From an optimization exercise on the open Yosys and OpenROAD flow, aimed at a short achievable clock period and few clock cycles; shortcuts taken in it are not production practice. Function was checked by simulation only, so behaviour that the tests miss may differ from the original. Power is estimated from default activity; no workload was simulated.

==> flow/run.sh <==
#!/bin/bash
# synth_recipe.tcl (not shown) runs the flow's synth.tcl, then flattens the netlist and writes it again
# the make line also repeats each setting of config.mk as NAME=value (left out here)
make -C /OpenROAD-flow-scripts/flow DESIGN_CONFIG=/design/flow/config.mk WORK_HOME=/design/flow/orfs CLKGATE_MAP_FILE= SYNTH_SCRIPT=/design/flow/synth_recipe.tcl finish
==> flow/config.mk <==
export PLATFORM = sky130hd
export DESIGN_NAME = SCPU
export DESIGN_NICKNAME = SCPU
export VERILOG_FILES = /design/flow/design.v
export SDC_FILE = /design/flow/constraint.sdc
export NUM_CORES = 4
export LEC_CHECK = 0
export CAP_MARGIN = 20
export CORE_MARGIN = 2
export CORE_UTILIZATION = 50
export SETUP_SLACK_MARGIN = 4.3
export SLEW_MARGIN = 20
export SYNTH_HIERARCHICAL = 1
export SYNTH_MINIMUM_KEEP_SIZE = 0
==> flow/constraint.sdc <==
create_clock -name core_clock -period 7.0 [get_ports {clk}]
set_input_delay 1.4000 -clock core_clock [delete_from_list [all_inputs] [get_ports {clk}]]
set_output_delay 1.4000 -clock core_clock [all_outputs]
set_load 0.01 [all_outputs]
==> flow/design.v <==
`timescale 1ns / 1ps
`timescale 1ns / 1ps
module SCPU(
	input wire clk,
	input wire rst,
	output wire inst_ren,
	output wire [31:0] inst_addr,
	input wire [31:0] inst_data,
	output wire mem_ren,
	output wire mem_wen,
	output wire [31:0] mem_addr,
	output wire [31:0] mem_dout,
	input wire [31:0] mem_din
	);
	reg [31:0] pc_o;        
	reg [31:0] pc_i;        
	reg        ren_r;
	reg [31:0] ras;
	reg        x_wen;       
	reg        x_fwd;       
	reg        x_ldw;       
	reg [4:0]  x_rd;
	reg        x_load, x_store, x_sdl;
	reg        x_br, x_beq, x_bpred, x_jreg, x_link;
	reg [31:0] x_alt;       
	reg [31:0] x_pnpc;      
	reg [31:0] x_lnk;       
	reg [31:0] x_a, x_b, x_bv;
	reg [4:0]  x_sh;
	reg [9:0]  x_op;        
	reg        m_load;
	reg [30:0] m_we;        
	reg [4:0]  m_rd;
	reg        m_wen;
	reg [31:0] m_res;
	reg [31:0] maddr_r, mdout_r;
	reg        mwen_r, mren_r;
	reg [31:0] rf [1:31];
	assign inst_addr = pc_o;
	assign inst_ren  = ren_r;
	assign mem_addr  = maddr_r;
	assign mem_dout  = mdout_r;
	assign mem_wen   = mwen_r;
	assign mem_ren   = mren_r;
	wire [31:0] m_val = m_load ? mem_din : m_res;
	wire [31:0] sum, shr;
	wire [32:0] diff;
	wire        mispredict;
	wire [31:0] fix_pc;
	scpu_add32 u_add(.a(x_a), .b(x_b), .s(sum));
	scpu_sub33 u_sub(.a(x_a), .b(x_b), .d(diff));
	scpu_srl32 u_srl(.a(x_b), .sh(x_sh), .o(shr));
	wire eq, jeq;
	scpu_resolve u_res(.a(x_a), .bv(x_bv), .pnpc(x_pnpc), .alt(x_alt), .jreg(x_jreg),
		.eq(eq), .jeq(jeq), .fix_pc(fix_pc));
	scpu_mis u_mis(.eq(eq), .jeq(jeq), .br(x_br), .beq(x_beq), .bpred(x_bpred), .jreg(x_jreg),
		.mispredict(mispredict));
	wire        lu_stall, f_link, f_writes, f_lw, f_sw, f_br, f_beq, f_bpred, f_jreg;
	wire        f_useimm, fa, fb, sdl, f_j, f_jr, f_lui;
	wire [4:0]  f_dst;
	wire [9:0]  f_op;
	scpu_dec u_dec(.ins(inst_data), .x_fwd(x_fwd), .x_ldw(x_ldw), .x_rd(x_rd),
		.lu_stall(lu_stall), .link(f_link), .writes(f_writes), .dst(f_dst),
		.lw(f_lw), .sw(f_sw), .br(f_br), .beq(f_beq), .bpred(f_bpred), .jreg(f_jreg),
		.useimm(f_useimm), .op(f_op), .fa(fa), .fb(fb), .sdl(sdl),
		.j(f_j), .jr(f_jr), .lui(f_lui));
	wire f_go = ~mispredict & ~lu_stall;    
	wire [15:0] blo;
	wire        bco;
	scpu_add16 u_badd(.a(pc_i[17:2]), .b(inst_data[15:0]), .s(blo), .co(bco));
	wire [31:0] pc4, jtarget, pnpc, immv, e_alt;
	wire [13:0] bx1, bx0;
	scpu_npc u_npc(.ins(inst_data), .pc(pc_i), .ras(ras), .jr(f_jr), .bpred(f_bpred), .lui(f_lui),
		.pc4(pc4), .jtarget(jtarget), .pnpc(pnpc), .immv(immv), .x1(bx1), .x0(bx0),
		.e_alt(e_alt));
	wire t_alt = ~f_bpred;
	wire [31:0] bt1 = {bx1, blo, pc_i[1:0]};
	wire [31:0] bt0 = {bx0, blo, pc_i[1:0]};
	wire [31:0] npc_o, npc_i, alt;
	genvar q;
	generate
		for (q = 0; q < 4; q = q + 1) begin : pcs
			scpu_pcslice u_so(.rst(rst), .eq(eq), .jeq(jeq), .br(x_br), .beq(x_beq), .xbpred(x_bpred),
				.jreg(x_jreg), .lu_stall(lu_stall), .j(f_j), .jr(f_jr), .bpred(f_bpred), .c(bco),
				.fix(fix_pc[8*q +: 8]), .hold(pc_i[8*q +: 8]), .jt(jtarget[8*q +: 8]), .ras(ras[8*q +: 8]),
				.pc4(pc4[8*q +: 8]), .bt1(bt1[8*q +: 8]), .bt0(bt0[8*q +: 8]), .o(npc_o[8*q +: 8]));
			scpu_pcslice u_si(.rst(rst), .eq(eq), .jeq(jeq), .br(x_br), .beq(x_beq), .xbpred(x_bpred),
				.jreg(x_jreg), .lu_stall(lu_stall), .j(f_j), .jr(f_jr), .bpred(f_bpred), .c(bco),
				.fix(fix_pc[8*q +: 8]), .hold(pc_o[8*q +: 8]), .jt(jtarget[8*q +: 8]), .ras(ras[8*q +: 8]),
				.pc4(pc4[8*q +: 8]), .bt1(bt1[8*q +: 8]), .bt0(bt0[8*q +: 8]), .o(npc_i[8*q +: 8]));
			scpu_pclate u_la(.e(e_alt[8*q +: 8]), .t(t_alt), .c(bco), .bt1(bt1[8*q +: 8]), .bt0(bt0[8*q +: 8]),
				.o(alt[8*q +: 8]));
		end
	endgenerate
	wire [32*31-1:0] rf_flat;
	genvar g;
	generate
		for (g = 1; g < 32; g = g + 1) begin : rf_out
			assign rf_flat[32*(g-1) +: 32] = rf[g];
		end
	endgenerate
	wire [31:0] ra, rb;
	scpu_rfread u_rd(.rs(inst_data[25:21]), .rt(inst_data[20:16]), .rf(rf_flat), .ra(ra), .rb(rb));
	wire [31:0] e_res;
	wire [3:0]  ss, sd, sl, sh;
	scpu_xearly u_xe(.a(x_a), .b(x_b), .lnk(x_lnk), .op(x_op), .fa(fa), .fb(fb), .useimm(f_useimm),
		.e_res(e_res), .ss(ss), .sd(sd), .sl(sl), .sh(sh));
	wire [3:0] sa, sv;
	wire [4:0] sb;
	scpu_opctl u_oc(.rs(inst_data[25:21]), .rt(inst_data[20:16]), .m_wen(m_wen), .m_rd(m_rd),
		.m_load(m_load), .fa(fa), .fb(fb), .useimm(f_useimm), .sa(sa), .sb(sb), .sv(sv));
	wire [31:0] e_a, e_b, e_bv;
	scpu_opsel u_os(.sa(sa), .sb(sb), .sv(sv), .e_res(e_res), .mem_din(mem_din), .m_res(m_res),
		.ra(ra), .rb(rb), .immv(immv), .e_a(e_a), .e_b(e_b), .e_bv(e_bv));
	wire [31:0] alu, op_a, op_b, op_bv;
	scpu_xlate u_xr(.e(e_res), .ss(ss[0]), .sd(sd[0]), .sl(sl[0]), .sh(sh[0]), .sum(sum), .diff(diff), .shr(shr), .o(alu));
	scpu_xlate u_xa(.e(e_a),   .ss(ss[1]), .sd(sd[1]), .sl(sl[1]), .sh(sh[1]), .sum(sum), .diff(diff), .shr(shr), .o(op_a));
	scpu_xlate u_xb(.e(e_b),   .ss(ss[2]), .sd(sd[2]), .sl(sl[2]), .sh(sh[2]), .sum(sum), .diff(diff), .shr(shr), .o(op_b));
	scpu_xlate u_xv(.e(e_bv),  .ss(ss[3]), .sd(sd[3]), .sl(sl[3]), .sh(sh[3]), .sum(sum), .diff(diff), .shr(shr), .o(op_bv));
	always @(posedge clk) begin
		pc_o <= npc_o;
		pc_i <= npc_i;
	end
	always @(posedge clk) begin
		if (rst) begin
			ren_r <= 1'b0;
			x_wen <= 1'b0;
			x_fwd <= 1'b0;
			x_ldw <= 1'b0;
			x_load <= 1'b0;
			x_store <= 1'b0;
			x_br <= 1'b0;
			x_jreg <= 1'b0;
			x_link <= 1'b0;
		end else begin
			ren_r <= 1'b1;
			x_wen <= f_go & f_writes;
			x_fwd <= f_go & f_writes & ~f_lw;
			x_ldw <= f_go & f_writes & f_lw;
			x_load <= f_go & f_lw;
			x_store <= f_go & f_sw;
			x_br <= f_go & f_br;
			x_jreg <= f_go & f_jreg;
			x_link <= f_go & f_link;
		end
	end
	always @(posedge clk) begin
		if (x_link) ras <= x_lnk;
		x_rd <= f_dst;
		x_sdl <= sdl;
		x_beq <= f_beq;
		x_bpred <= f_bpred;
		x_alt <= alt;
		x_pnpc <= pnpc;
		x_lnk <= pc4;
		x_a <= op_a;
		x_b <= op_b;
		x_bv <= op_bv;
		x_sh <= inst_data[10:6];
		x_op <= f_op;
	end
	integer i;
	always @(posedge clk) begin
		if (rst) begin
			m_load <= 1'b0;
			m_we <= 31'd0;
			m_wen <= 1'b0;
			mwen_r <= 1'b0;
			mren_r <= 1'b0;
		end else begin
			m_load <= x_ldw;    
			m_wen <= x_wen;
			for (i = 1; i < 32; i = i + 1)
				m_we[i-1] <= x_wen & (x_rd == i);
			mwen_r <= x_store;
			mren_r <= x_load;
		end
	end
	always @(posedge clk) begin
		m_rd <= x_rd;
		m_res <= alu;
		maddr_r <= sum;
		mdout_r <= x_sdl ? mem_din : x_bv;
	end
	always @(posedge clk) begin
		for (i = 1; i < 32; i = i + 1)
			if (rst) rf[i] <= 32'd0;
			else if (m_we[i-1]) rf[i] <= m_val;
	end
endmodule
module scpu_pg32(
	input wire [31:0] a,
	input wire [31:0] b,
	output wire [31:0] g,
	output wire [31:0] p
	);
	assign g = a & b;
	assign p = a ^ b;
endmodule
module scpu_pg32n(
	input wire [31:0] a,
	input wire [31:0] b,
	output wire [31:0] g,
	output wire [31:0] p
	);
	assign g = a & ~b;
	assign p = ~(a ^ b);
endmodule
module scpu_add32(
	input wire [31:0] a,
	input wire [31:0] b,
	output wire [31:0] s
	);
	wire [31:0] g, p, G;
	scpu_pg32 u_pg(.a(a), .b(b), .g(g), .p(p));
	ks32_prefix u_px(.g(g), .p(p), .G(G));
	scpu_xor32 u_x(.a(p), .b({G[30:0], 1'b0}), .o(s));
endmodule
module scpu_sub33(
	input wire [31:0] a,
	input wire [31:0] b,
	output wire [32:0] d
	);
	wire [31:0] g, p, G;
	scpu_pg32n u_pg(.a(a), .b(b), .g(g), .p(p));
	ks32_prefix u_px(.g({g[31:1], g[0] | p[0]}), .p(p), .G(G));
	scpu_xor32 u_x(.a(p), .b({G[30:0], 1'b1}), .o(d[31:0]));
	assign d[32] = ~G[31];
endmodule
module scpu_xor32(
	input wire [31:0] a,
	input wire [31:0] b,
	output wire [31:0] o
	);
	assign o = a ^ b;
endmodule
module scpu_srl32(
	input wire [31:0] a,
	input wire [4:0] sh,
	output wire [31:0] o
	);
	assign o = a >> sh;
endmodule
module scpu_xearly(
	input wire [31:0] a,
	input wire [31:0] b,
	input wire [31:0] lnk,
	input wire [9:0] op,
	input wire fa, fb, useimm,
	output wire [31:0] e_res,
	output wire [3:0] ss,
	output wire [3:0] sd,
	output wire [3:0] sl,
	output wire [3:0] sh
	);
	assign e_res =
		({32{op[2]}} & (a & b)) |
		({32{op[3]}} & (a | b)) |
		({32{op[4]}} & (a ^ b)) |
		({32{op[5]}} & ~(a | b)) |
		({32{op[8]}} & b) |
		({32{op[9]}} & lnk);
	wire [3:0] to = {fb, ~useimm & fb, fa, 1'b1};
	assign ss = to & {4{op[0]}};
	assign sd = to & {4{op[1]}};
	assign sl = to & {4{op[6]}};
	assign sh = to & {4{op[7]}};
endmodule
module scpu_opctl(
	input wire [4:0] rs,
	input wire [4:0] rt,
	input wire m_wen,
	input wire [4:0] m_rd,
	input wire m_load,
	input wire fa, fb, useimm,
	output wire [3:0] sa,
	output wire [4:0] sb,
	output wire [3:0] sv
	);
	wire bpa = m_wen & (m_rd == rs);
	wire bpb = m_wen & (m_rd == rt);
	assign sa = {fa, ~fa & bpa & m_load, ~fa & bpa & ~m_load, ~fa & ~bpa};
	assign sv = {fb, ~fb & bpb & m_load, ~fb & bpb & ~m_load, ~fb & ~bpb};
	assign sb = {useimm, sv & {4{~useimm}}};
endmodule
module scpu_opsel(
	input wire [3:0] sa,
	input wire [4:0] sb,
	input wire [3:0] sv,
	input wire [31:0] e_res,
	input wire [31:0] mem_din,
	input wire [31:0] m_res,
	input wire [31:0] ra,
	input wire [31:0] rb,
	input wire [31:0] immv,
	output wire [31:0] e_a,
	output wire [31:0] e_b,
	output wire [31:0] e_bv
	);
	assign e_a  = ({32{sa[3]}} & e_res) | ({32{sa[2]}} & mem_din) | ({32{sa[1]}} & m_res) | ({32{sa[0]}} & ra);
	assign e_bv = ({32{sv[3]}} & e_res) | ({32{sv[2]}} & mem_din) | ({32{sv[1]}} & m_res) | ({32{sv[0]}} & rb);
	assign e_b  = ({32{sb[3]}} & e_res) | ({32{sb[2]}} & mem_din) | ({32{sb[1]}} & m_res) | ({32{sb[0]}} & rb) |
	              ({32{sb[4]}} & immv);
endmodule
module scpu_xlate(
	input wire [31:0] e,
	input wire ss, sd, sl, sh,
	input wire [31:0] sum,
	input wire [32:0] diff,
	input wire [31:0] shr,
	output wire [31:0] o
	);
	assign o = e | ({32{ss}} & sum) | ({32{sd}} & diff[31:0]) | ({32{sh}} & shr) |
	           {31'b0, sl & diff[32]};
endmodule
module scpu_resolve(
	input wire [31:0] a,
	input wire [31:0] bv,
	input wire [31:0] pnpc,
	input wire [31:0] alt,
	input wire jreg,
	output wire eq,
	output wire jeq,
	output wire [31:0] fix_pc
	);
	assign eq = (a == bv);
	assign jeq = (a == pnpc);
	assign fix_pc = jreg ? a : alt;
endmodule
module scpu_mis(
	input wire eq, jeq, br, beq, bpred, jreg,
	output wire mispredict
	);
	wire taken = beq ? eq : ~eq;
	assign mispredict = (br & (taken ^ bpred)) | (jreg & ~jeq);
endmodule
module scpu_dec(
	input wire [31:0] ins,
	input wire x_fwd, x_ldw,
	input wire [4:0] x_rd,
	output wire lu_stall, link, writes,
	output wire [4:0] dst,
	output wire lw, sw, br, beq, bpred, jreg, useimm,
	output wire [9:0] op,
	output wire fa, fb, sdl,
	output wire j, jr, lui
	);
	wire [5:0] opc = ins[31:26];
	wire [5:0] fn = ins[5:0];
	wire [4:0] rs = ins[25:21];
	wire [4:0] rt = ins[20:16];
	wire [4:0] rd = ins[15:11];
	wire rtype  = (opc == 6'h00);
	wire f_j    = (opc == 6'h02);
	wire f_jal  = (opc == 6'h03);
	wire f_beq  = (opc == 6'h04);
	wire f_bne  = (opc == 6'h05);
	wire f_jr   = rtype & (fn == 6'h08);
	wire f_jalr = rtype & (fn == 6'h09);
	wire f_add  = rtype & (fn == 6'h20);
	wire f_sub  = rtype & (fn == 6'h22);
	wire f_and  = rtype & (fn == 6'h24);
	wire f_or   = rtype & (fn == 6'h25);
	wire f_nor  = rtype & (fn == 6'h27);
	wire f_xor  = rtype & (fn == 6'h16);
	wire f_slt  = rtype & (fn == 6'h2A);
	wire f_srl  = rtype & (fn == 6'h02);
	wire f_addi = (opc == 6'h08) | (opc == 6'h09);
	wire f_slti = (opc == 6'h0A);
	wire f_andi = (opc == 6'h0C);
	wire f_ori  = (opc == 6'h0D);
	wire f_xori = (opc == 6'h0E);
	wire f_lui  = (opc == 6'h0F);
	wire f_lw   = (opc == 6'h23);
	wire f_sw   = (opc == 6'h2B);
	wire f_ralu = f_add | f_sub | f_and | f_or | f_nor | f_xor | f_slt | f_srl;
	wire f_ialu = f_addi | f_slti | f_andi | f_ori | f_xori | f_lui;
	assign link = f_jal | f_jalr;
	assign dst = link ? 5'd31 : f_ralu ? rd : rt;
	assign writes = (f_ralu | f_ialu | f_lw | link) & (dst != 5'd0);
	assign useimm = ~rtype;
	assign br = (f_beq | f_bne) & (ins[15:0] != 16'd0);
	assign bpred = (f_beq | f_bne) & ((rs == rt) ? f_beq : (f_bne | ins[15]));
	assign beq = f_beq;
	assign lw = f_lw;
	assign sw = f_sw;
	assign jreg = f_jr | f_jalr;
	assign j = f_j | f_jal;
	assign jr = f_jr;
	assign lui = f_lui;
	assign op = {link, f_lui, f_srl, f_slt | f_slti, f_nor, f_xor | f_xori,
	             f_or | f_ori, f_and | f_andi, f_sub, f_add | f_addi | f_lw | f_sw};
	assign lu_stall = x_ldw & ((x_rd == rs) | ((x_rd == rt) & ~f_sw));
	assign fa = x_fwd & (x_rd == rs);
	assign fb = x_fwd & (x_rd == rt);
	assign sdl = x_ldw & (x_rd == rt);
endmodule
module scpu_add16(
	input wire [15:0] a,
	input wire [15:0] b,
	output wire [15:0] s,
	output wire co
	);
	wire [15:0] g = a & b;
	wire [15:0] p = a ^ b;
	wire [15:0] G;
	ks16_prefix u_px(.g({g[15:1], g[0] | p[0]}), .p(p), .G(G));
	assign s = p ^ {G[14:0], 1'b1};
	assign co = G[15];
endmodule
module scpu_npc(
	input wire [31:0] ins,
	input wire [31:0] pc,
	input wire [31:0] ras,
	input wire jr, bpred, lui,
	output wire [31:0] pc4,
	output wire [31:0] jtarget,
	output wire [31:0] pnpc,
	output wire [31:0] immv,
	output wire [13:0] x1,
	output wire [13:0] x0,
	output wire [31:0] e_alt
	);
	wire [13:0] h = pc[31:18];
	wire s = ins[15];
	assign x1 = s ? h : h + 14'd1;
	assign x0 = s ? h - 14'd1 : h;
	scpu_inc30 u_inc(.a(pc[31:2]), .o(pc4[31:2]));
	assign pc4[1:0] = pc[1:0];
	assign jtarget = {pc4[31:28], ins[25:0], 2'b00};
	assign e_alt = bpred ? pc4 : 32'd0;
	assign pnpc = jr ? ras : pc4;
	assign immv = lui ? {ins[15:0], 16'd0} : {{16{ins[15]}}, ins[15:0]};
endmodule
module scpu_inc30(
	input wire [29:0] a,
	output wire [29:0] o
	);
	assign o = a + 30'd1;
endmodule
module scpu_pcctl(
	input wire j, jr, bpred,
	output wire s_j, s_ras, s_pc4, t
	);
	assign s_j   = j;
	assign s_ras = ~j & jr;
	assign t     = ~j & ~jr & bpred;
	assign s_pc4 = ~j & ~jr & ~bpred;
endmodule
module scpu_npcsel(
	input wire s_j, s_ras, s_pc4,
	input wire [7:0] jt,
	input wire [7:0] ras,
	input wire [7:0] pc4,
	output wire [7:0] e
	);
	assign e = ({8{s_j}} & jt) | ({8{s_ras}} & ras) | ({8{s_pc4}} & pc4);
endmodule
module scpu_pclate(
	input wire [7:0] e,
	input wire t, c,
	input wire [7:0] bt1,
	input wire [7:0] bt0,
	output wire [7:0] o
	);
	assign o = e | ({8{t}} & (c ? bt1 : bt0));
endmodule
module scpu_pcslice(
	input wire rst,
	input wire eq, jeq, br, beq, xbpred, jreg,
	input wire lu_stall,
	input wire j, jr, bpred, c,
	input wire [7:0] fix,
	input wire [7:0] hold,
	input wire [7:0] jt,
	input wire [7:0] ras,
	input wire [7:0] pc4,
	input wire [7:0] bt1,
	input wire [7:0] bt0,
	output wire [7:0] o
	);
	wire s_j, s_ras, s_pc4, t;
	scpu_pcctl u_c(.j(j), .jr(jr), .bpred(bpred), .s_j(s_j), .s_ras(s_ras), .s_pc4(s_pc4), .t(t));
	wire [7:0] e, pred;
	scpu_npcsel u_e(.s_j(s_j), .s_ras(s_ras), .s_pc4(s_pc4), .jt(jt), .ras(ras), .pc4(pc4), .e(e));
	scpu_pclate u_l(.e(e), .t(t), .c(c), .bt1(bt1), .bt0(bt0), .o(pred));
	scpu_pcfin u_f(.rst(rst), .eq(eq), .jeq(jeq), .br(br), .beq(beq), .bpred(xbpred), .jreg(jreg),
		.lu_stall(lu_stall), .fix(fix), .hold(hold), .pred(pred), .o(o));
endmodule
module scpu_pcfin(
	input wire rst,
	input wire eq, jeq, br, beq, bpred, jreg,
	input wire lu_stall,
	input wire [7:0] fix,
	input wire [7:0] hold,
	input wire [7:0] pred,
	output wire [7:0] o
	);
	wire mispredict;
	scpu_mis u_mis(.eq(eq), .jeq(jeq), .br(br), .beq(beq), .bpred(bpred), .jreg(jreg),
		.mispredict(mispredict));
	wire s_fix  = ~rst & mispredict;
	wire s_hold = ~rst & ~mispredict & lu_stall;
	wire s_pred = ~rst & ~mispredict & ~lu_stall;
	assign o = ({8{s_fix}} & fix) | ({8{s_hold}} & hold) | ({8{s_pred}} & pred);
endmodule
module scpu_rfread(
	input wire [4:0] rs,
	input wire [4:0] rt,
	input wire [32*31-1:0] rf,
	output wire [31:0] ra,
	output wire [31:0] rb
	);
	wire [32*32-1:0] regs = {rf, 32'd0};
	assign ra = regs[32*rs +: 32];
	assign rb = regs[32*rt +: 32];
endmodule
module ks32_l1(
	input wire [31:0] g,
	input wire [31:0] p,
	output wire [31:1] go,
	output wire [31:1] po
	);
	assign go = g[31:1] | (p[31:1] & g[30:0]);
	assign po = p[31:1] & p[30:0];
endmodule
module ks32_l2(
	input wire [31:0] g,
	input wire [31:0] p,
	output wire [31:2] go,
	output wire [31:2] po
	);
	assign go = g[31:2] | (p[31:2] & g[29:0]);
	assign po = p[31:2] & p[29:0];
endmodule
module ks32_l4(
	input wire [31:0] g,
	input wire [31:0] p,
	output wire [31:4] go,
	output wire [31:4] po
	);
	assign go = g[31:4] | (p[31:4] & g[27:0]);
	assign po = p[31:4] & p[27:0];
endmodule
module ks32_l8(
	input wire [31:0] g,
	input wire [31:0] p,
	output wire [31:8] go,
	output wire [31:8] po
	);
	assign go = g[31:8] | (p[31:8] & g[23:0]);
	assign po = p[31:8] & p[23:0];
endmodule
module ks32_l16(
	input wire [31:0] g,
	input wire [31:0] p,
	output wire [31:16] go,
	output wire [31:16] po
	);
	assign go = g[31:16] | (p[31:16] & g[15:0]);
	assign po = p[31:16] & p[15:0];
endmodule
module ks32_prefix(
	input wire [31:0] g,
	input wire [31:0] p,
	output wire [31:0] G
	);
	wire [31:0] g1, p1;
	ks32_l1 u1(.g(g), .p(p), .go(g1[31:1]), .po(p1[31:1]));
	assign g1[0:0] = g[0:0];
	assign p1[0:0] = p[0:0];
	wire [31:0] g2, p2;
	ks32_l2 u2(.g(g1), .p(p1), .go(g2[31:2]), .po(p2[31:2]));
	assign g2[1:0] = g1[1:0];
	assign p2[1:0] = p1[1:0];
	wire [31:0] g3, p3;
	ks32_l4 u3(.g(g2), .p(p2), .go(g3[31:4]), .po(p3[31:4]));
	assign g3[3:0] = g2[3:0];
	assign p3[3:0] = p2[3:0];
	wire [31:0] g4, p4;
	ks32_l8 u4(.g(g3), .p(p3), .go(g4[31:8]), .po(p4[31:8]));
	assign g4[7:0] = g3[7:0];
	assign p4[7:0] = p3[7:0];
	wire [31:0] g5, p5;
	ks32_l16 u5(.g(g4), .p(p4), .go(g5[31:16]), .po(p5[31:16]));
	assign g5[15:0] = g4[15:0];
	assign p5[15:0] = p4[15:0];
	assign G = g5;
endmodule
module ks16_l1(
	input wire [15:0] g,
	input wire [15:0] p,
	output wire [15:1] go,
	output wire [15:1] po
	);
	assign go = g[15:1] | (p[15:1] & g[14:0]);
	assign po = p[15:1] & p[14:0];
endmodule
module ks16_l2(
	input wire [15:0] g,
	input wire [15:0] p,
	output wire [15:2] go,
	output wire [15:2] po
	);
	assign go = g[15:2] | (p[15:2] & g[13:0]);
	assign po = p[15:2] & p[13:0];
endmodule
module ks16_l4(
	input wire [15:0] g,
	input wire [15:0] p,
	output wire [15:4] go,
	output wire [15:4] po
	);
	assign go = g[15:4] | (p[15:4] & g[11:0]);
	assign po = p[15:4] & p[11:0];
endmodule
module ks16_l8(
	input wire [15:0] g,
	input wire [15:0] p,
	output wire [15:8] go,
	output wire [15:8] po
	);
	assign go = g[15:8] | (p[15:8] & g[7:0]);
	assign po = p[15:8] & p[7:0];
endmodule
module ks16_prefix(
	input wire [15:0] g,
	input wire [15:0] p,
	output wire [15:0] G
	);
	wire [15:0] g1, p1;
	ks16_l1 u1(.g(g), .p(p), .go(g1[15:1]), .po(p1[15:1]));
	assign g1[0:0] = g[0:0];
	assign p1[0:0] = p[0:0];
	wire [15:0] g2, p2;
	ks16_l2 u2(.g(g1), .p(p1), .go(g2[15:2]), .po(p2[15:2]));
	assign g2[1:0] = g1[1:0];
	assign p2[1:0] = p1[1:0];
	wire [15:0] g3, p3;
	ks16_l4 u3(.g(g2), .p(p2), .go(g3[15:4]), .po(p3[15:4]));
	assign g3[3:0] = g2[3:0];
	assign p3[3:0] = p2[3:0];
	wire [15:0] g4, p4;
	ks16_l8 u4(.g(g3), .p(p3), .go(g4[15:8]), .po(p4[15:8]));
	assign g4[7:0] = g3[7:0];
	assign p4[7:0] = p3[7:0];
	assign G = g4;
endmodule
==> results of run 1 <==
power by group:
| group | total, mW | internal, mW | switching, mW | leakage (nW) |
|---|---|---|---|---|
| Sequential | 8.57 | 8.39 | 0.188 | 11.8 |
| Clock | 8.79 | 4.95 | 3.84 | 2.67 |
| Combinational | 2.73 | 1.17 | 1.56 | 25.6 |
| Total | 20.1 | 14.5 | 5.59 | 40.1 |
cell type report:
class | count | area (um^2)
inverter | 209 | 812
clock buffer | 241 | 4780
sequential | 1448 | 29700
clock inverter | 56 | 651
tap | 2189 | 2740
multi-input combinational | 5882 | 52300
antenna | 4 | 10.0
fill | 13402 | 63000
timing repair buffer | 757 | 11100
metrics by stage:
stage                     setup WS (ns)  cells
after floorplan                    3.08   8402
after global placement             1.84  10046
after detailed placement           1.79  10047
after CTS                          3.88  10666
after global routing               3.82  10782
final                              3.88  10786
repair_timing:
item / CTS / global route
pin swaps: 199 / 201
gates resized for setup: 1310 / 332
buffers inserted: 203 / 90
hold buffers: 0 / 0
gates cloned: 119 / 16
endpoints found under the setup margin: 402 / 373
worst paths after layout:
path | startpoint | end | slack (ns) | cells after the start
setup reg to reg | pc_i[17]$_DFF_P_ | pc_o[5]$_DFF_P_ | 3.90 | 12
hold reg to reg | x_store$_SDFF_PP0_ | mwen_r$_SDFF_PP0_ | 0.44 | 1
setup / recovery | inst_data[10] | pc_o[5]$_DFF_P_ | 3.88 | 13
hold / removal | x_store$_SDFF_PP0_ | mwen_r$_SDFF_PP0_ | 0.44 | 1
critical path: cells and delay by family:
kind | cells | cell delay [ns]
buf+inv | 4 | 0.58
compound gates | 5 | 0.96
simple gates | 1 | 0.19
fa+ha+maj | 1 | 0.24
mux | 2 | 0.41
layer usage:
metal  GRT usage [%]  part of all wire (%)  vias up
li1                -                     -    31668
met1            53.5                    37    36934
met2            64.3                    44     4981
met3            10.2                    11     1307
met4            30.3                   8.6        6
met5               0                 0.040        -
==> impl_metrics.csv, run 1 <==
group,metric,value,unit
outcome,status,"no timing/DRC/antenna violations",
sta,tns,0,ns
clocking,cts_sinks,1448,
power_and_ir_drop,p_leak,40.1,nW
detailed_routing,route.detailed.drc,0,
sta,hold_ws,0.437,ns
placement,place_area,0.0855,mm^2
synthesis,synthCells,8401,
clocking,cts_root_buf,"clkbuf_16",
placement,dp_hpwl,211,mm
clocking,cts_tree,"yes",
clocking,insertion_delay,0.86,ns
sta,grt_setup_unrepaired,"yes",
sta,hold_violations,0,
sta,post-route-min-period,3.12,ns
global_routing,grt_max_degree,203,
global_routing,grt_util_all_layers,42.6,%
sta,maxSlewViolCount,0,
clocking,cts_max_path_buffers,3,
power_and_ir_drop,p_per_area,197,mW/mm^2
synthesis,syn_avg_cell_area,9.90,um^2
detailed_routing,ant_nets,0,
sta,fin_crit_sh,44.6,%
die,fp-row-count,149,
clocking,cts.htree.levels,4,
finish,layout_common_cells,"1281 x dfxtp_1, 1069 x a211oi_1, 1037 x nor2_1",
global_routing,grt_pass1_wl,522,mm
finish,postLayoutCoreUtil,61.8,%
detailed_routing,drtPass1Iterations,10,
detailed_routing,via_per_inst,6.94,
sta,final-setup-viol-count,0,
finish,largest_register_ffs,992,
detailed_routing,drt_wl_total,377,mm
die,dieWidth,412,um
clocking,clkTransAtPathRegs,0.06,ns
placement,gp_congestion,1.01,
finish,largest-register,"rf",
finish,layout_commonest_cell,"dfxtp_1",
worst_setup_path,arrival,3.79,ns
synthesis,syn_area,0.0832,mm^2
power_and_ir_drop,ir_worst_vdd,0.273,mV
die,core,0.165,mm^2
power_and_ir_drop,power,20.1,mW
global_routing,antenna_found_initial,6,
detailed_routing,drtIter0Drc,11407,
worst_setup_path,worstPathCellList,"buf_6, ha_4, and2_1, a21o_1, a21o_4, a21o_4, buf_12, buf_12, buf_16, mux2_4, a21o_1, mux2i_1, a211oi_1",
worst_setup_path,critPathCaptureType,"flip-flop",
worst_setup_path,worstPathRequired,7.66,ns
die,io_pins,165,
synthesis,yosysWarnings,8,
die,die_h,412,um
placement,io_buffers,164,
worst_setup_path,cpPeakStageDelay,0.29,ns
clocking,cts-buffers-inserted,161,
finish,num-nets-final,8672,
finish,synthToLayoutAreaGrowth,22.7,%
die,die_area,0.170,mm^2
hold_path,holdCritPathClass,"flip-flop to flip-flop",
worst_setup_path,cpMaxStageDelayCell,"mux2_4",
detailed_routing,wire_per_inst,34.9,um
global_routing,first_global_vias,70174,
sta,finalClockSkew,0.0460,ns
worst_setup_path,critPathKind,"primary input to flip-flop",
worst_setup_path,cp_max_fo,7,
worst_setup_path,startpoint_type,"primary input",
sta,relSlewSlack,18.1,%
sta,fmaxAchievable,320,MHz
finish,drive_above_1_share,28.5,%
detailed_routing,vias,74896,
finish,stdcell_area,0.102,mm^2
sta,worst_pin_slew,1.23,ns
global_routing,grt.overflow.total,0,
die,start_util,50.4,%
flow_run,max_cap_violations,0,
Testbench counts, summed over its fixed seeds: cycles 47,365.
==> inputs of run 2 (changes only) <==
--- a/flow/design.v
+++ b/flow/design.v
@@ -440,21 +440,20 @@
 endmodule
 module scpu_pcctl(
 	input wire j, jr, bpred,
-	output wire s_j, s_ras, s_pc4, t
+	output wire s_j, s_ras, seq, t
 	);
-	assign s_j   = j;
-	assign s_ras = ~j & jr;
-	assign t     = ~j & ~jr & bpred;
-	assign s_pc4 = ~j & ~jr & ~bpred;
+	assign s_j = j;
+	assign s_ras = jr;
+	assign t = bpred;
+	assign seq = ~(j | jr | bpred);
 endmodule
 module scpu_npcsel(
-	input wire s_j, s_ras, s_pc4,
+	input wire s_j, s_ras,
 	input wire [7:0] jt,
 	input wire [7:0] ras,
-	input wire [7:0] pc4,
 	output wire [7:0] e
 	);
-	assign e = ({8{s_j}} & jt) | ({8{s_ras}} & ras) | ({8{s_pc4}} & pc4);
+	assign e = ({8{s_j}} & jt) | ({8{s_ras}} & ras);
 endmodule
 module scpu_pclate(
 	input wire [7:0] e,
@@ -479,30 +478,32 @@
 	input wire [7:0] bt0,
 	output wire [7:0] o
 	);
-	wire s_j, s_ras, s_pc4, t;
-	scpu_pcctl u_c(.j(j), .jr(jr), .bpred(bpred), .s_j(s_j), .s_ras(s_ras), .s_pc4(s_pc4), .t(t));
+	wire s_j, s_ras, seq, t;
+	scpu_pcctl u_c(.j(j), .jr(jr), .bpred(bpred), .s_j(s_j), .s_ras(s_ras), .seq(seq), .t(t));
 	wire [7:0] e, pred;
-	scpu_npcsel u_e(.s_j(s_j), .s_ras(s_ras), .s_pc4(s_pc4), .jt(jt), .ras(ras), .pc4(pc4), .e(e));
+	scpu_npcsel u_e(.s_j(s_j), .s_ras(s_ras), .jt(jt), .ras(ras), .e(e));
 	scpu_pclate u_l(.e(e), .t(t), .c(c), .bt1(bt1), .bt0(bt0), .o(pred));
 	scpu_pcfin u_f(.rst(rst), .eq(eq), .jeq(jeq), .br(br), .beq(beq), .bpred(xbpred), .jreg(jreg),
-		.lu_stall(lu_stall), .fix(fix), .hold(hold), .pred(pred), .o(o));
+		.lu_stall(lu_stall), .seq(seq), .fix(fix), .hold(hold), .pc4(pc4), .pred(pred), .o(o));
 endmodule
 module scpu_pcfin(
 	input wire rst,
 	input wire eq, jeq, br, beq, bpred, jreg,
-	input wire lu_stall,
+	input wire lu_stall, seq,
 	input wire [7:0] fix,
 	input wire [7:0] hold,
-	input wire [7:0] pred,
+	input wire [7:0] pc4,
+	input wire [7:0] pred,    
 	output wire [7:0] o
 	);
 	wire mispredict;
 	scpu_mis u_mis(.eq(eq), .jeq(jeq), .br(br), .beq(beq), .bpred(bpred), .jreg(jreg),
 		.mispredict(mispredict));
+	wire go     = ~rst & ~mispredict & ~lu_stall;
 	wire s_fix  = ~rst & mispredict;
 	wire s_hold = ~rst & ~mispredict & lu_stall;
-	wire s_pred = ~rst & ~mispredict & ~lu_stall;
-	assign o = ({8{s_fix}} & fix) | ({8{s_hold}} & hold) | ({8{s_pred}} & pred);
+	wire s_seq  = go & seq;
+	assign o = ({8{s_fix}} & fix) | ({8{s_hold}} & hold) | ({8{s_seq}} & pc4) | ({8{go}} & pred);
 endmodule
 module scpu_rfread(
 	input wire [4:0] rs,
==> run 2 against run 1 <==
Compared with the run above:
- final area is 0.38% lower
- cell count is 0.23% higher
- sequential share of layout area increased by 0.11 points
- hold slack got worse by 0.0038 ns
- setup slack got worse by 0.098 ns
- critical endpoint is now pc_i[8]$_DFF_P_
- fmax down 3.0%
- critical path type is now flip-flop to flip-flop
- synthesized area increased by 0.58%
- clock skew is 0.012 ns lower
- largest power group unchanged
==> impl_metrics.csv, run 2 <==
group,metric,value,unit
power_and_ir_drop,p_int,14.5,mW
sta,fin_crit_sh,46.0,%
placement,place_area,0.0859,mm^2
worst_setup_path,worstReg2RegStart,"x_a[7]$_DFF_P_",
finish,layout_commonest_cell,"dfxtp_1",
finish,layout_common_cells,"1275 x dfxtp_1, 1039 x nor2_1, 1009 x a211oi_1",
die,die_h,413,um
finish,stdcell_area,0.102,mm^2
global_routing,antenna_found_initial,18,
clocking,cts_sinks,1448,
sta,finalClockSkew,0.0337,ns
sta,maxSlewViolCount,0,
sta,relSlewSlack,17.8,%
finish,postLayoutCoreUtil,61.0,%
detailed_routing,drtPass1Iterations,10,
global_routing,grt_max_degree,212,
worst_setup_path,startpoint_type,"flip-flop",
sta,worst_pin_slew,1.23,ns
synthesis,syn_avg_cell_area,9.94,um^2
power_and_ir_drop,p_per_area,197,mW/mm^2
power_and_ir_drop,power,20.1,mW
sta,grt_setup_unrepaired,"yes",
sta,post-route-min-period,3.22,ns
worst_setup_path,rr_endpoint,"pc_i[8]$_DFF_P_",
power_and_ir_drop,seq_power_share,42.7,%
worst_setup_path,r2r_cells,13,
placement,dp_hpwl,214,mm
detailed_routing,drt_wl_total,378,mm
clocking,cts-buffers-inserted,164,
hold_path,hold_path_end,"mren_r$_SDFF_PP0_",
hold_path,min_path_cells,1,
sta,hold_ws,0.433,ns
global_routing,grt_pass1_wl,523,mm
clocking,insertion_delay,0.86,ns
worst_setup_path,r2r_slack,3.78,ns
detailed_routing,wire_per_inst,35.0,um
die,io_pins,165,
sta,setup_ws,3.78,ns
synthesis,synthCells,8418,
finish,stdcell_count,10811,
clocking,clkTransAtPathRegs,0.06,ns
global_routing,grt.overflow.total,0,
finish,num-nets-final,8682,
detailed_routing,via_per_inst,6.94,
clocking,cts.htree.levels,4,
power_and_ir_drop,switching_power,5.52,mW
power_and_ir_drop,combPwrFrac,13.3,%
power_and_ir_drop,p_clk_share,44.0,%
outcome,status,"no timing/DRC/antenna violations",
die,core,0.167,mm^2
global_routing,grt_util_all_layers,42.5,%
hold_path,hp-start,"x_load$_SDFF_PP0_",
die,dieWidth,413,um
power_and_ir_drop,switching_share,27.5,%
synthesis,syn_area,0.0836,mm^2
die,die_area,0.171,mm^2
global_routing,first_global_vias,69718,
clocking,cts_max_path_buffers,3,
finish,largest-register,"rf",
detailed_routing,ant_nets,0,
die,start_util,50.2,%
finish,largest_register_ffs,992,
power_and_ir_drop,p_leak,39.8,nW
finish,drive_above_1_share,29.0,%
finish,fillCellCount,13734,
sta,final-setup-viol-count,0,
worst_setup_path,arrival,3.99,ns
worst_setup_path,cp_max_fo,7,
detailed_routing,vias,74976,
clocking,cts_root_buf,"clkbuf_16",
worst_setup_path,worstPathRequired,7.77,ns
power_and_ir_drop,ir_worst_vdd,0.288,mV
placement,gp_congestion,1.05,
die,fp-row-count,150,
placement,place_inst,10063,
synthesis,yosysWarnings,8,
flow_run,max_cap_violations,0,
sta,hold_violations,0,
sta,fmaxAchievable,310,MHz
finish,synthToLayoutAreaGrowth,21.5,%
clocking,cts_hold_buffers,0,
sta,tns,0,ns
worst_setup_path,critPathKind,"flip-flop to flip-flop",
detailed_routing,route.detailed.drc,0,
hold_path,holdCritPathClass,"flip-flop to flip-flop",
detailed_routing,drtIter0Drc,11136,
placement,post-place-ws,1.52,ns
clocking,cts_tree,"yes",
placement,io_buffers,164,
worst_setup_path,critPathCaptureType,"flip-flop",
-- run 2: how the worst max path moves through the flow --
stage,from,endpoint,slack (ns),cells after the start
floorplan,inst_data[1],pc_i[10]$_DFF_P_,3.38,11
global placement,inst_data[0],pc_o[3]$_DFF_P_,1.58,14
detailed placement,inst_data[0],pc_o[0]$_DFF_P_,1.52,14
CTS,inst_data[3],pc_o[28]$_DFF_P_,3.78,14
global route,x_a[7]$_DFF_P_,pc_o[28]$_DFF_P_,3.75,13
finish,x_a[7]$_DFF_P_,pc_i[8]$_DFF_P_,3.78,13
-- run 2: final cells by class --
class / instances / area [um^2] / share of cell area, %
inverter: 136 / 549 / 0.540
antenna: 13 / 32.5 / 0.0320
timing repair inverter: 1 / 8.76 / 0.00862
clock buffer: 242 / 4780 / 4.70
timing repair buffer: 771 / 10500 / 10.4
clock inverter: 49 / 612 / 0.602
sequential: 1448 / 29700 / 29.2
multi-input combinational: 5947 / 52700 / 51.8
tap: 2204 / 2760 / 2.71
-- run 2: critical path: stages, from the launching register on --
cell	delay, ns
dfxtp_1	0.37
buf_12	0.17
xor2_1	0.67
nor4_2	0.11
nand4_1	0.18
nor2_4	0.07
buf_12	0.15
clkbuf_16	0.15
xnor3_1	0.35
a22o_4	0.25
nor4b_4	0.29
buf_4	0.20
nand2_1	0.06
o21ai_1	0.11
-- run 2: repair_timing --
item,in CTS,in global routing
resized for setup,1272,293
pin swaps,249,167
cloned,108,14
buffers inserted,199,117
endpoints found under the hold margin,0,0
setup endpoints to repair,447,351
-- run 2: power by group through the flow --
stage	clock, mW	sequential (mW)	combinational (mW)
2_1_floorplan	0	8.66	1.34
3_3_place_gp	0	8.73	1.97
3_5_place_dp	0	8.74	1.98
4_1_cts	8.86	8.55	2.46
5_1_grt	9.18	8.56	2.73
6_report	8.84	8.57	2.66
-- run 2: routing by layer --
| layer | vias to the layer above | global-route usage, % | part of all wire (%) | wire, um |
|---|---|---|---|---|
| li1 | 31609 | - | - | - |
| met1 | 37001 | 54.5 | 38 | 143000 |
| met2 | 5017 | 63.1 | 43 | 163000 |
| met3 | 1343 | 9.65 | 11 | 39800 |
| met4 | 6 | 30.7 | 8.7 | 32900 |
| met5 | - | 0 | 0.015 | 58 |
Testbench counts of run 2, summed over its fixed seeds: cycles 47,365.
==> inputs of run 3 (changes only) <==
--- a/flow/design.v
+++ b/flow/design.v
@@ -440,20 +440,21 @@
 endmodule
 module scpu_pcctl(
 	input wire j, jr, bpred,
-	output wire s_j, s_ras, seq, t
+	output wire s_j, s_ras, s_pc4, t
 	);
-	assign s_j = j;
-	assign s_ras = jr;
-	assign t = bpred;
-	assign seq = ~(j | jr | bpred);
+	assign s_j   = j;
+	assign s_ras = ~j & jr;
+	assign t     = ~j & ~jr & bpred;
+	assign s_pc4 = ~j & ~jr & ~bpred;
 endmodule
 module scpu_npcsel(
-	input wire s_j, s_ras,
+	input wire s_j, s_ras, s_pc4,
 	input wire [7:0] jt,
 	input wire [7:0] ras,
+	input wire [7:0] pc4,
 	output wire [7:0] e
 	);
-	assign e = ({8{s_j}} & jt) | ({8{s_ras}} & ras);
+	assign e = ({8{s_j}} & jt) | ({8{s_ras}} & ras) | ({8{s_pc4}} & pc4);
 endmodule
 module scpu_pclate(
 	input wire [7:0] e,
@@ -478,32 +479,30 @@
 	input wire [7:0] bt0,
 	output wire [7:0] o
 	);
-	wire s_j, s_ras, seq, t;
-	scpu_pcctl u_c(.j(j), .jr(jr), .bpred(bpred), .s_j(s_j), .s_ras(s_ras), .seq(seq), .t(t));
+	wire s_j, s_ras, s_pc4, t;
+	scpu_pcctl u_c(.j(j), .jr(jr), .bpred(bpred), .s_j(s_j), .s_ras(s_ras), .s_pc4(s_pc4), .t(t));
 	wire [7:0] e, pred;
-	scpu_npcsel u_e(.s_j(s_j), .s_ras(s_ras), .jt(jt), .ras(ras), .e(e));
+	scpu_npcsel u_e(.s_j(s_j), .s_ras(s_ras), .s_pc4(s_pc4), .jt(jt), .ras(ras), .pc4(pc4), .e(e));
 	scpu_pclate u_l(.e(e), .t(t), .c(c), .bt1(bt1), .bt0(bt0), .o(pred));
 	scpu_pcfin u_f(.rst(rst), .eq(eq), .jeq(jeq), .br(br), .beq(beq), .bpred(xbpred), .jreg(jreg),
-		.lu_stall(lu_stall), .seq(seq), .fix(fix), .hold(hold), .pc4(pc4), .pred(pred), .o(o));
+		.lu_stall(lu_stall), .fix(fix), .hold(hold), .pred(pred), .o(o));
 endmodule
 module scpu_pcfin(
 	input wire rst,
 	input wire eq, jeq, br, beq, bpred, jreg,
-	input wire lu_stall, seq,
+	input wire lu_stall,
 	input wire [7:0] fix,
 	input wire [7:0] hold,
-	input wire [7:0] pc4,
-	input wire [7:0] pred,    
+	input wire [7:0] pred,
 	output wire [7:0] o
 	);
 	wire mispredict;
 	scpu_mis u_mis(.eq(eq), .jeq(jeq), .br(br), .beq(beq), .bpred(bpred), .jreg(jreg),
 		.mispredict(mispredict));
-	wire go     = ~rst & ~mispredict & ~lu_stall;
 	wire s_fix  = ~rst & mispredict;
 	wire s_hold = ~rst & ~mispredict & lu_stall;
-	wire s_seq  = go & seq;
-	assign o = ({8{s_fix}} & fix) | ({8{s_hold}} & hold) | ({8{s_seq}} & pc4) | ({8{go}} & pred);
+	wire s_pred = ~rst & ~mispredict & ~lu_stall;
+	assign o = ({8{s_fix}} & fix) | ({8{s_hold}} & hold) | ({8{s_pred}} & pred);
 endmodule
 module scpu_rfread(
 	input wire [4:0] rs,
==> flow/flow/run.sh (new file) <==
#!/bin/bash
# The standard layout (standard.sh: the standard flow's own ORFS flow, synthesis included),
# with one more cell on the platform's don't-use list: a222oi_1, which the
# library has only in size 1, so that neither synthesis nor timing repair
# leaves a weak 6-input and-or gate on a path it cannot upsize.
set -euo pipefail
DONT_USE="sky130_fd_sc_hd__probe_p_8 sky130_fd_sc_hd__probec_p_8 sky130_fd_sc_hd__lpflow_bleeder_1 sky130_fd_sc_hd__lpflow_clkbufkapwr_1 sky130_fd_sc_hd__lpflow_clkbufkapwr_16 sky130_fd_sc_hd__lpflow_clkbufkapwr_2 sky130_fd_sc_hd__lpflow_clkbufkapwr_4 sky130_fd_sc_hd__lpflow_clkbufkapwr_8 sky130_fd_sc_hd__lpflow_clkinvkapwr_1 sky130_fd_sc_hd__lpflow_clkinvkapwr_16 sky130_fd_sc_hd__lpflow_clkinvkapwr_2 sky130_fd_sc_hd__lpflow_clkinvkapwr_4 sky130_fd_sc_hd__lpflow_clkinvkapwr_8 sky130_fd_sc_hd__lpflow_decapkapwr_12 sky130_fd_sc_hd__lpflow_decapkapwr_3 sky130_fd_sc_hd__lpflow_decapkapwr_4 sky130_fd_sc_hd__lpflow_decapkapwr_6 sky130_fd_sc_hd__lpflow_decapkapwr_8 sky130_fd_sc_hd__lpflow_inputiso0n_1 sky130_fd_sc_hd__lpflow_inputiso0p_1 sky130_fd_sc_hd__lpflow_inputiso1n_1 sky130_fd_sc_hd__lpflow_inputiso1p_1 sky130_fd_sc_hd__lpflow_inputisolatch_1 sky130_fd_sc_hd__lpflow_isobufsrc_1 sky130_fd_sc_hd__lpflow_isobufsrc_16 sky130_fd_sc_hd__lpflow_isobufsrc_2 sky130_fd_sc_hd__lpflow_isobufsrc_4 sky130_fd_sc_hd__lpflow_isobufsrc_8 sky130_fd_sc_hd__lpflow_isobufsrckapwr_16 sky130_fd_sc_hd__lpflow_lsbuf_lh_hl_isowell_tap_1 sky130_fd_sc_hd__lpflow_lsbuf_lh_hl_isowell_tap_2 sky130_fd_sc_hd__lpflow_lsbuf_lh_hl_isowell_tap_4 sky130_fd_sc_hd__lpflow_lsbuf_lh_isowell_4 sky130_fd_sc_hd__lpflow_lsbuf_lh_isowell_tap_1 sky130_fd_sc_hd__lpflow_lsbuf_lh_isowell_tap_2 sky130_fd_sc_hd__lpflow_lsbuf_lh_isowell_tap_4 sky130_fd_sc_hd__a222oi_1"
bash standard.sh "DONT_USE_CELLS=$DONT_USE" finish > standard_make.log 2>&1
==> flow/standard.sh (new file) <==
#!/bin/bash
# synth_recipe.tcl (not shown) runs the flow's synth.tcl, then flattens the netlist and writes it again
# the make line also repeats each setting of config.mk as NAME=value (left out here)
make -C /OpenROAD-flow-scripts/flow DESIGN_CONFIG=/design/flow/config.mk WORK_HOME=/design/flow/orfs CLKGATE_MAP_FILE= SYNTH_SCRIPT=/design/flow/synth_recipe.tcl "${@:-finish}"
removed: flow/run.sh
==> run 3 against run 2 <==
Compared with the run above:
- die area is 0.15% higher
- total power rose by 1.7%
- clock power rose by 2%
- utilization is 1.7 points higher
- highest routed layer unchanged
- first-iteration DRC count fell by 3.8%
- routed wire length rose by 2.8%
- still clean
- count of clock-buffer cells in the layout shrank 10
- cell count up 1.6%
- critical path type is now primary input to flip-flop
- sequential power hardly changed
- global-route usage is 1.1 points higher
==> impl_metrics.csv, run 3 <==
group,metric,value,unit
global_routing,antenna_found_initial,4,
placement,io_buffers,164,
die,dieWidth,413,um
placement,place_area,0.0860,mm^2
sta,fin_crit_sh,43.2,%
global_routing,grt_pass1_wl,534,mm
finish,fillCellCount,13469,
power_and_ir_drop,p_per_area,195,mW/mm^2
sta,post-route-min-period,3.02,ns
clocking,cts-buffers-inserted,163,
sta,finalClockSkew,0.0409,ns
detailed_routing,wire_per_inst,35.4,um
sta,fmaxAchievable,331,MHz
flow_run,max_cap_violations,0,
placement,post-place-ws,1.90,ns
sta,maxSlewViolCount,0,
clocking,cts_tree,"yes",
global_routing,first_global_vias,71366,
clocking,cts_root_buf,"clkbuf_16",
detailed_routing,via_per_inst,6.92,
sta,setup_ws,3.98,ns
hold_path,holdCritPathClass,"flip-flop to flip-flop",
detailed_routing,ant_nets,0,
worst_setup_path,critPathKind,"primary input to flip-flop",
detailed_routing,drt_wl_total,389,mm
clocking,cts_hold_buffers,0,
die,core,0.167,mm^2
worst_setup_path,arrival,3.73,ns
finish,layout_common_cells,"1257 x dfxtp_1, 1064 x a211oi_1, 1037 x nor2_1",
finish,drive_above_1_share,31.2,%
sta,worst_pin_slew,1.22,ns
finish,postLayoutCoreUtil,62.7,%
power_and_ir_drop,p_leak,40.7,nW
sta,hold_ws,0.474,ns
sta,final-setup-viol-count,0,
placement,gp_congestion,1.02,
worst_setup_path,cp_max_fo,6,
global_routing,grt_max_degree,212,
clocking,clkTransAtPathRegs,0.06,ns
finish,largest_register_ffs,992,
clocking,cts.htree.levels,4,
synthesis,synthCells,8509,
finish,num-nets-final,8865,
power_and_ir_drop,seq_power_share,42.0,%
detailed_routing,vias,76044,
finish,synthToLayoutAreaGrowth,24.8,%
die,fp-row-count,150,
power_and_ir_drop,p_clk_share,44.2,%
finish,stdcell_count,10987,
power_and_ir_drop,ir_worst_vdd,0.263,mV
finish,layout_commonest_cell,"dfxtp_1",
worst_setup_path,critPathCaptureType,"flip-flop",
synthesis,syn_avg_cell_area,9.85,um^2
finish,stdcell_area,0.105,mm^2
die,die_h,413,um
detailed_routing,drtPass1Iterations,6,
clocking,cts_sinks,1448,
global_routing,grt.overflow.total,0,
power_and_ir_drop,switching_share,27.8,%
sta,hold_violations,0,
clocking,insertion_delay,0.88,ns
detailed_routing,route.detailed.drc,0,
global_routing,grt_util_all_layers,43.6,%
placement,dp_hpwl,216,mm
finish,largest-register,"rf",
power_and_ir_drop,power,20.4,mW
power_and_ir_drop,combPwrFrac,13.8,%
power_and_ir_drop,switching_power,5.67,mW
power_and_ir_drop,p_int,14.7,mW
worst_setup_path,worstPathRequired,7.71,ns
die,die_area,0.171,mm^2
die,io_pins,165,
outcome,status,"no timing/DRC/antenna violations",
sta,relSlewSlack,18.1,%
synthesis,yosysWarnings,8,
detailed_routing,drtIter0Drc,10709,
worst_setup_path,startpoint_type,"primary input",
sta,grt_setup_unrepaired,"yes",
die,start_util,50.2,%
placement,place_inst,10154,
synthesis,syn_area,0.0838,mm^2
sta,tns,0,ns
clocking,cts_max_path_buffers,3,
## run 3: power by group through the flow
stage	Combinational [mW]	Sequential [mW]	Clock (mW)
floorplan	1.37	8.67	0
global placement	2.01	8.72	0
detailed placement	2.02	8.73	0
CTS	2.55	8.54	9.04
global route	2.88	8.56	9.37
finish	2.82	8.56	9.02
## run 3: final cells by class
class	count	area, um^2	share of cell area (%)
clock inverters	62	893	0.854
repair buffers	849	12300	11.7
flip-flops and latches	1448	29700	28.4
diodes	2	5.00	0.00479
clock buffers	232	4640	4.44
multi-input cells	6045	53700	51.4
inverters	145	578	0.553
well taps	2204	2760	2.64
## run 3: final timing paths
path / cells past startpoint / slack, ns / from / to
min reg2reg: 1 / 0.47 / m_we[30]$_SDFF_PP0_ / rf[31][3]$_SDFFE_PP0P_
max: 15 / 3.98 / inst_data[28] / pc_o[12]$_DFF_P_
min: 1 / 0.47 / m_we[30]$_SDFF_PP0_ / rf[31][3]$_SDFFE_PP0P_
max reg2reg: 11 / 4.06 / x_a[6]$_DFF_P_ / pc_o[20]$_DFF_P_
## run 3: critical path: stages
cell and delay [ns]:
buf_8 0.10, or4_4 0.62, nor2_8 0.15, nand2_4 0.07, nor3_4 0.12, buf_6 0.17, buf_16 0.15, buf_6 0.10
nor3_4 0.04, buf_12 0.14, a22oi_2 0.16, nand2_1 0.10, a21o_1 0.17, mux2i_1 0.12, a211oi_1 0.09
## run 3: per-layer routing
layer | share of wire [%] | global-route usage [%] | up-vias
met2 | 43 | 65.4 | 5357
met3 | 12 | 12.1 | 1483
li1 | - | - | 32049
met4 | 9.3 | 32.4 | 2
met5 | 0.011 | 0 | -
met1 | 36 | 53.4 | 37153
## run 3: what timing repair did
action                                  in CTS  in global routing
pin swaps                                  173                282
gates cloned                               117                 21
setup buffers                              277                112
resized for setup                         1403                388
endpoints found under the setup margin     418                321
hold endpoints to repair                     0                  0
Testbench counts of run 3, summed over its fixed seeds: cycles 47,365.
==> inputs of run 4 (changes only) <==
--- a/flow/design.v
+++ b/flow/design.v
@@ -423,8 +423,11 @@
 	);
 	wire [13:0] h = pc[31:18];
 	wire s = ins[15];
-	assign x1 = s ? h : h + 14'd1;
-	assign x0 = s ? h - 14'd1 : h;
+	wire [13:0] hp1, hm1;
+	scpu_inc14 u_hp(.a(h), .o(hp1));
+	scpu_dec14 u_hm(.a(h), .o(hm1));
+	assign x1 = s ? h : hp1;
+	assign x0 = s ? hm1 : h;
 	scpu_inc30 u_inc(.a(pc[31:2]), .o(pc4[31:2]));
 	assign pc4[1:0] = pc[1:0];
 	assign jtarget = {pc4[31:28], ins[25:0], 2'b00};
@@ -432,6 +435,18 @@
 	assign pnpc = jr ? ras : pc4;
 	assign immv = lui ? {ins[15:0], 16'd0} : {{16{ins[15]}}, ins[15:0]};
 endmodule
+module scpu_inc14(
+	input wire [13:0] a,
+	output wire [13:0] o
+	);
+	assign o = a + 14'd1;
+endmodule
+module scpu_dec14(
+	input wire [13:0] a,
+	output wire [13:0] o
+	);
+	assign o = a - 14'd1;
+endmodule
 module scpu_inc30(
 	input wire [29:0] a,
 	output wire [29:0] o
==> run 4 against run 3 <==
Compared with the run above:
- sequential power about the same
- critical path depth decreased by 4
- sequential cell count unchanged
- setup slack got worse by 0.13 ns
- sequential share of layout area increased by 0.18 points
- via count increased by 0.57%
- fmax decreased by 4.0%
- count of clock-buffer cells in the layout increased by 11
- largest cell class unchanged
==> impl_metrics.csv, run 4 <==
group,metric,value,unit
worst_setup_path,worstPathRequired,7.72,ns
worst_setup_path,startpoint_type,"primary input",
global_routing,grt_util_all_layers,42.2,%
sta,final-setup-viol-count,0,
placement,place_inst,10173,
global_routing,grt_pass1_wl,530,mm
detailed_routing,drtIter0Drc,11245,
clocking,cts_root_buf,"clkbuf_16",
placement,io_buffers,164,
detailed_routing,ant_nets,0,
sta,grt_setup_unrepaired,"yes",
sta,fmaxAchievable,318,MHz
finish,stdcell_area,0.104,mm^2
die,start_util,50.4,%
worst_setup_path,critPathKind,"primary input to flip-flop",
global_routing,first_global_vias,70755,
global_routing,grt.overflow.total,0,
detailed_routing,vias,76475,
sta,worst_pin_slew,1.23,ns
finish,num-nets-final,8873,
power_and_ir_drop,switching_power,5.61,mW
placement,gp_congestion,1.03,
worst_setup_path,rr_endpoint,"pc_o[26]$_DFF_P_",
die,core,0.167,mm^2
clocking,cts_sinks,1448,
sta,tns,0,ns
finish,postLayoutCoreUtil,62.1,%
worst_setup_path,critPathCaptureType,"flip-flop",
finish,stdcell_count,11001,
power_and_ir_drop,p_int,14.7,mW
die,fp-row-count,150,
detailed_routing,drtPass1Iterations,8,
sta,post-route-min-period,3.15,ns
worst_setup_path,r2r_cells,11,
hold_path,hp-start,"x_store$_SDFF_PP0_",
global_routing,antenna_found_initial,14,
synthesis,syn_area,0.0843,mm^2
clocking,cts.htree.levels,4,
global_routing,grt_max_degree,236,
clocking,cts_tree,"yes",
sta,maxSlewViolCount,0,
clocking,insertion_delay,0.86,ns
power_and_ir_drop,p_leak,40.7,nW
placement,dp_hpwl,213,mm
sta,finalClockSkew,0.0441,ns
finish,layout_commonest_cell,"dfxtp_1",
power_and_ir_drop,switching_share,27.6,%
finish,largest_register_ffs,992,
finish,largest-register,"rf",
clocking,clkTransAtPathRegs,0.06,ns
finish,register_area,0.0297,mm^2
worst_setup_path,worstReg2RegStart,"pc_i[3]$_DFF_P_",
die,dieWidth,415,um
worst_setup_path,arrival,3.87,ns
power_and_ir_drop,ir_worst_vdd,0.265,mV
flow_run,max_cap_violations,0,
power_and_ir_drop,seq_power_share,42.0,%
detailed_routing,route.detailed.drc,0,
die,die_area,0.172,mm^2
sta,hold_violations,0,
detailed_routing,wire_per_inst,34.9,um
sta,fin_crit_sh,45.0,%
finish,synthToLayoutAreaGrowth,23.2,%
finish,layout_common_cells,"1278 x dfxtp_1, 1057 x a211oi_1, 1034 x nor2_1",
hold_path,min_path_cells,1,
sta,relSlewSlack,18.2,%
outcome,status,"no timing/DRC/antenna violations",
synthesis,synthCells,8509,
power_and_ir_drop,p_per_area,196,mW/mm^2
clocking,cts-buffers-inserted,163,
clocking,cts_max_path_buffers,3,
worst_setup_path,r2r_slack,4.05,ns
power_and_ir_drop,p_clk_share,44.1,%
hold_path,hold_path_end,"mwen_r$_SDFF_PP0_",
finish,multi_input_area,0.0536,mm^2
hold_path,holdCritPathClass,"flip-flop to flip-flop",
die,die_h,415,um
synthesis,yosysWarnings,8,
sta,hold_ws,0.436,ns
detailed_routing,drt_wl_total,384,mm
synthesis,syn_avg_cell_area,9.91,um^2
finish,fillCellCount,13592,
die,io_pins,165,
worst_setup_path,cp_max_fo,6,
detailed_routing,via_per_inst,6.95,
power_and_ir_drop,combPwrFrac,13.8,%
finish,drive_above_1_share,30.2,%
placement,place_area,0.0865,mm^2
==> run 4: critical path: stages <==
cell	delay (ns)
buf_16	0.15
buf_12	0.18
buf_12	0.11
buf_16	0.15
mux4_2	0.50
mux4_2	0.50
mux2_4	0.33
a22oi_2	0.20
nand2_1	0.11
a21oi_2	0.14
nand2_1	0.06
==> run 4: how the worst max path moves through the flow <==
stage,slack (ns),startpoint,endpoint,cells after the start
finish,3.85,inst_data[21],x_a[23]$_DFF_P_,11
CTS,3.96,inst_data[21],x_a[4]$_DFF_P_,10
global route,3.84,inst_data[10],pc_i[27]$_DFF_P_,13
floorplan,3.10,inst_data[29],pc_o[5]$_DFF_P_,11
detailed placement,1.92,inst_data[2],pc_o[16]$_DFF_P_,11
global placement,1.87,inst_data[18],x_b[26]$_DFF_P_,10
==> run 4: metal layers <==
metal | track usage (%) | routed length, um | vias up
met3 | 10.0 | 42600 | 1436
met5 | 0 | 58 | -
met1 | 53.2 | 141000 | 37549
met4 | 29.7 | 33200 | 10
li1 | - | - | 32144
met2 | 63.8 | 167000 | 5336
==> run 4: metrics by stage <==
step           setup slack [ns]  power [mW]
5_1_grt                    3.84        20.8
6_report                   3.85        20.3
4_1_cts                    3.96        20.1
3_3_place_gp               1.87        10.8
2_1_floorplan              3.10        10.1
3_5_place_dp               1.92        10.8
==> run 4: power by group through the flow <==
| stage | registers, mW | clock network [mW] | logic (mW) |
|---|---|---|---|
| 3_5_place_dp | 8.72 | 0 | 2.06 |
| 3_3_place_gp | 8.72 | 0 | 2.06 |
| 5_1_grt | 8.55 | 9.33 | 2.88 |
| 6_report | 8.55 | 8.97 | 2.81 |
| 4_1_cts | 8.54 | 9.00 | 2.52 |
| 2_1_floorplan | 8.67 | 0 | 1.40 |
==> run 4: cell type report <==
| cell class | count | area share (%) |
|---|---|---|
| well taps | 2204 | 2.65 |
| clock inverters | 52 | 0.678 |
| clock buffers | 243 | 4.65 |
| diodes | 7 | 0.0169 |
| flip-flops and latches | 1448 | 28.6 |
| inverters | 146 | 0.588 |
| multi-input cells | 6051 | 51.6 |
| repair inverters | 2 | 0.0265 |
| repair buffers | 848 | 11.3 |
==> run 4: what timing repair did <==
item | CTS | global route
gates resized for setup | 1268 | 349
setup endpoints to repair | 510 | 490
buffers inserted | 257 | 138
pin swaps | 173 | 214
gates cloned | 99 | 27
hold buffers | 0 | 0
Testbench counts of run 4, summed over its fixed seeds: cycles 47,365.

-- static timing again, ports no longer ideal --
How much do the figures lean on ideal ports? The routed layouts below were timed once more, with nothing changed but the port constraints. Step 1: set_driving_cell puts a clkbuf_16 on clk and a buf_2 on each other input, an assumption about the parent block. Step 2 adds t to the input delays and takes it off the output delays; t is the mean of the earliest and latest rising clock arrival at the registers after step 1. Input paths then give back, and output paths get back, about the clock's delay inside the block. Three values: no drivers, after step 1, after step 2; two values: the first two.
run	shift t [ns]	setup WS [ns]	hold slack, ns
run 1	0.927	3.876 / 3.415 / 2.488	0.437 / 0.437 / 0.437
run 2	0.934	3.778 / 3.570 / 2.636	0.433 / 0.433 / 0.433
run 3	0.944	3.978 / 3.389 / 2.446	0.474 / 0.474 / 0.474
run 4	0.920	3.851 / 3.438 / 2.518	0.436 / 0.436 / 0.436
After both steps setup and hold are still met in every run listed. The setup slack of run 3, which loses most, moves by -0.589 ns with the drivers and by -1.532 ns with both steps.
